This design comes from an exercise in tuning for small area on the open sky130 flow, not from production work.
Only simulation tests tie the RTL to the original design; equivalence was not proved.
Power is estimated from default activity; no workload was simulated.

// blockGame
module blockGame(board_clk, rst, VGA_R, VGA_G, VGA_B, hsync, vsync, clk, blank_n, up, down, left, right, levelselect1, levelselect2);
input board_clk, rst;
input up, down, left, right;
input levelselect1, levelselect2;
output hsync, vsync, clk, blank_n;
output [7:0] VGA_R, VGA_G, VGA_B;
function automatic inxc(input [9:0] xx, input [9:0] b, input [9:0] w);
	inxc = (xx > b) && (xx < b + w);
endfunction
function automatic inx(input [9:0] xx, input [9:0] b, input [9:0] w);
	reg [10:0] c; reg [9:0] d; integer i;
	begin
		c[0] = 1'b0;
		for (i = 0; i < 10; i = i + 1) begin
			d[i] = xx[i] ^ ~b[i] ^ c[i];
			c[i+1] = (xx[i] & ~b[i]) | (xx[i] & c[i]) | (~b[i] & c[i]);
		end
		inx = c[10] && (d < w - 10'd1);
	end
endfunction
function automatic [9:0] add10(input [9:0] p, input [9:0] q);
	reg c; integer i;
	begin
		c = 1'b0;
		for (i = 0; i < 10; i = i + 1) begin
			add10[i] = p[i] ^ q[i] ^ c;
			c = (p[i] & q[i]) | (p[i] & c) | (q[i] & c);
		end
	end
endfunction
function automatic [8:0] add9(input [8:0] p, input [8:0] q);
	reg c; integer i;
	begin
		c = 1'b0;
		for (i = 0; i < 9; i = i + 1) begin
			add9[i] = p[i] ^ q[i] ^ c;
			c = (p[i] & q[i]) | (p[i] & c) | (q[i] & c);
		end
	end
endfunction
function automatic [6:0] add7(input [6:0] p, input [6:0] q);
	reg c; integer i;
	begin
		c = 1'b0;
		for (i = 0; i < 7; i = i + 1) begin
			add7[i] = p[i] ^ q[i] ^ c;
			c = (p[i] & q[i]) | (p[i] & c) | (q[i] & c);
		end
	end
endfunction
function automatic [7:0] add8(input [7:0] p, input [7:0] q);
	reg c; integer i;
	begin
		c = 1'b0;
		for (i = 0; i < 8; i = i + 1) begin
			add8[i] = p[i] ^ q[i] ^ c;
			c = (p[i] & q[i]) | (p[i] & c) | (q[i] & c);
		end
	end
endfunction
function automatic [13:0] inc14c(input [13:0] p, input ci);
	reg c; integer i;
	begin
		c = ci;
		for (i = 0; i < 14; i = i + 1) begin
			inc14c[i] = p[i] ^ c;
			c = p[i] & c;
		end
	end
endfunction
function automatic [9:0] inc10c(input [9:0] p, input ci);
	reg c; integer i;
	begin
		c = ci;
		for (i = 0; i < 10; i = i + 1) begin
			inc10c[i] = p[i] ^ c;
			c = p[i] & c;
		end
	end
endfunction
reg a, s;
always @(posedge board_clk) begin
  ...
clock: 10.0 ns
lec_check: 0
cap_margin: 20
core_margin: 2
core_utilization: 40
slew_margin: 20
standard.sh (not shown) runs the stock make flow with config.mk's settings and CLKGATE_MAP_FILE= SYNTH_SCRIPT=/design/flow/synth_recipe.tcl, a recipe that flattens the netlist after the stock synthesis.
==> flow/flow/run.sh <==
#!/bin/bash
# The standard layout (standard.sh), with two changes to how it is made:
#  - the port buffers use the smallest buffer cell (buf_1) instead of ORFS's default choice;
#  - clock tree synthesis clusters up to 25 flip-flops per leaf buffer and inserts no
#    dummy loads (the same arguments ORFS passes otherwise).
# The make output goes to standard.log in this folder; ORFS keeps each step's own log
# under orfs/logs.
set -euo pipefail
export BUFFER_PORTS_ARGS="-buffer_cell sky130_fd_sc_hd__buf_1"
export CTS_ARGS="-sink_clustering_enable -repair_clock_nets -sink_clustering_size 25 -sink_clustering_max_diameter 90 -dont_use_dummy_load"
bash standard.sh > standard.log 2>&1
Change:
==> flow/flow/run.sh (replaced) <==
#!/bin/bash
# The standard layout (standard.sh), with two changes to how it is made:
#  - the port buffers use the smallest buffer cell (buf_1) instead of ORFS's default choice;
#  - clock tree synthesis clusters up to 10 flip-flops within 40 um per clkbuf_4 buffer and inserts no
#    dummy loads (the same arguments ORFS passes otherwise).
# The make output goes to standard.log in this folder; ORFS keeps each step's own log
# under orfs/logs.
set -euo pipefail
export BUFFER_PORTS_ARGS="-buffer_cell sky130_fd_sc_hd__buf_1"
export CTS_ARGS="-sink_clustering_enable -repair_clock_nets -sink_clustering_size 10 -sink_clustering_max_diameter 40 -dont_use_dummy_load -buf_list sky130_fd_sc_hd__clkbuf_4"
bash standard.sh > standard.log 2>&1
Effect:
- clock power is lower by about 12%
- worst hold slack loses 0.036 ns
- flip-flop and latch count is unchanged
- critical path depth stays the same
- first-iteration DRC count went up by 4.8%
- routed wire length came out higher by 0.96%
- synthesized area stays the same
- die area is unchanged
- global-route usage grows by 0.31 points
- clock-buffer cell count goes up by 21
Change:
==> flow/flow/run.sh (replaced) <==
#!/bin/bash
# The standard layout (standard.sh), with two changes to how it is made:
#  - the port buffers use the smallest buffer cell (buf_1) instead of ORFS's default choice;
#  - clock tree synthesis clusters up to 16 flip-flops within 60 um per clkbuf_8 buffer and inserts no
#    dummy loads (the same arguments ORFS passes otherwise).
# The make output goes to standard.log in this folder; ORFS keeps each step's own log
# under orfs/logs.
set -euo pipefail
export BUFFER_PORTS_ARGS="-buffer_cell sky130_fd_sc_hd__buf_1"
export CTS_ARGS="-sink_clustering_enable -repair_clock_nets -sink_clustering_size 16 -sink_clustering_max_diameter 60 -dont_use_dummy_load -buf_list sky130_fd_sc_hd__clkbuf_8"
bash standard.sh > standard.log 2>&1
The new run ran to the end with no violations; combinational power barely changes; fmax came out higher by 0.86%; worst hold slack improves by 0.0071 ns; synthesized cell count is unchanged; cell count came out lower by 0.50%; synthesized area stays the same.
Change:
==> flow/flow/run.sh (replaced) <==
#!/bin/bash
# The standard layout (standard.sh), with two changes to how it is made:
#  - the port buffers use the smallest buffer cell (buf_1) instead of ORFS's default choice;
#  - clock tree synthesis clusters up to 25 flip-flops per leaf buffer and inserts no
#    dummy loads (the same arguments ORFS passes otherwise).
# The make output goes to standard.log in this folder; ORFS keeps each step's own log
# under orfs/logs.
set -euo pipefail
export BUFFER_PORTS_ARGS="-buffer_cell sky130_fd_sc_hd__buf_1"
export CTS_ARGS="-sink_clustering_enable -repair_clock_nets -sink_clustering_size 25 -sink_clustering_max_diameter 90 -dont_use_dummy_load"
bash standard.sh > standard.log 2>&1
--- a/flow/config.mk
+++ b/flow/config.mk
@@ -9,3 +9,3 @@
 export CORE_MARGIN = 2
-export CORE_UTILIZATION = 40
+export CORE_UTILIZATION = 60
 export SLEW_MARGIN = 20
=> The changed run finished with timing, DRC and antenna clean; via count rises slightly; final cell count falls by a little under a tenth; fmax falls by a few percent; sequential cell count stays the same; synthesized cell count is unchanged; die area falls by a quarter to a third; power rises by a few percent; first-iteration DRC count falls by a few percent; critical path depth rises by 1; register-to-register slack is worse by 0.13 ns; worst setup slack is worse by 0.13 ns.

==> re-timing with driven ports <==
No port has a modelled driver above. Below, the same layouts with a new extraction and two added sets of constraints. Step 1, drivers: a clkbuf_16 drives board_clk and a buf_2 each remaining input, both assumed. Step 2 times the ports against the registers' clock, not the clock port: input delays grow and output delays shrink by t, the midpoint of the rising clock arrivals with the driver on. Three values: no drivers, after step 1, after step 2; two values: the first two.
run | t (ns) | slack for setup (ns) | worst slew at a driven data input, ns
the first run | 0.509 | 4.685 / 4.685 / 4.685 | 0.04
the second run | 0.640 | 4.575 / 4.575 / 4.575 | 0.04
the third run | 0.592 | 4.621 / 4.621 / 4.621 | 0.04
the fourth run | 0.520 | 4.491 / 4.491 / 4.491 | 0.03
After both steps every run listed still meets setup and hold.
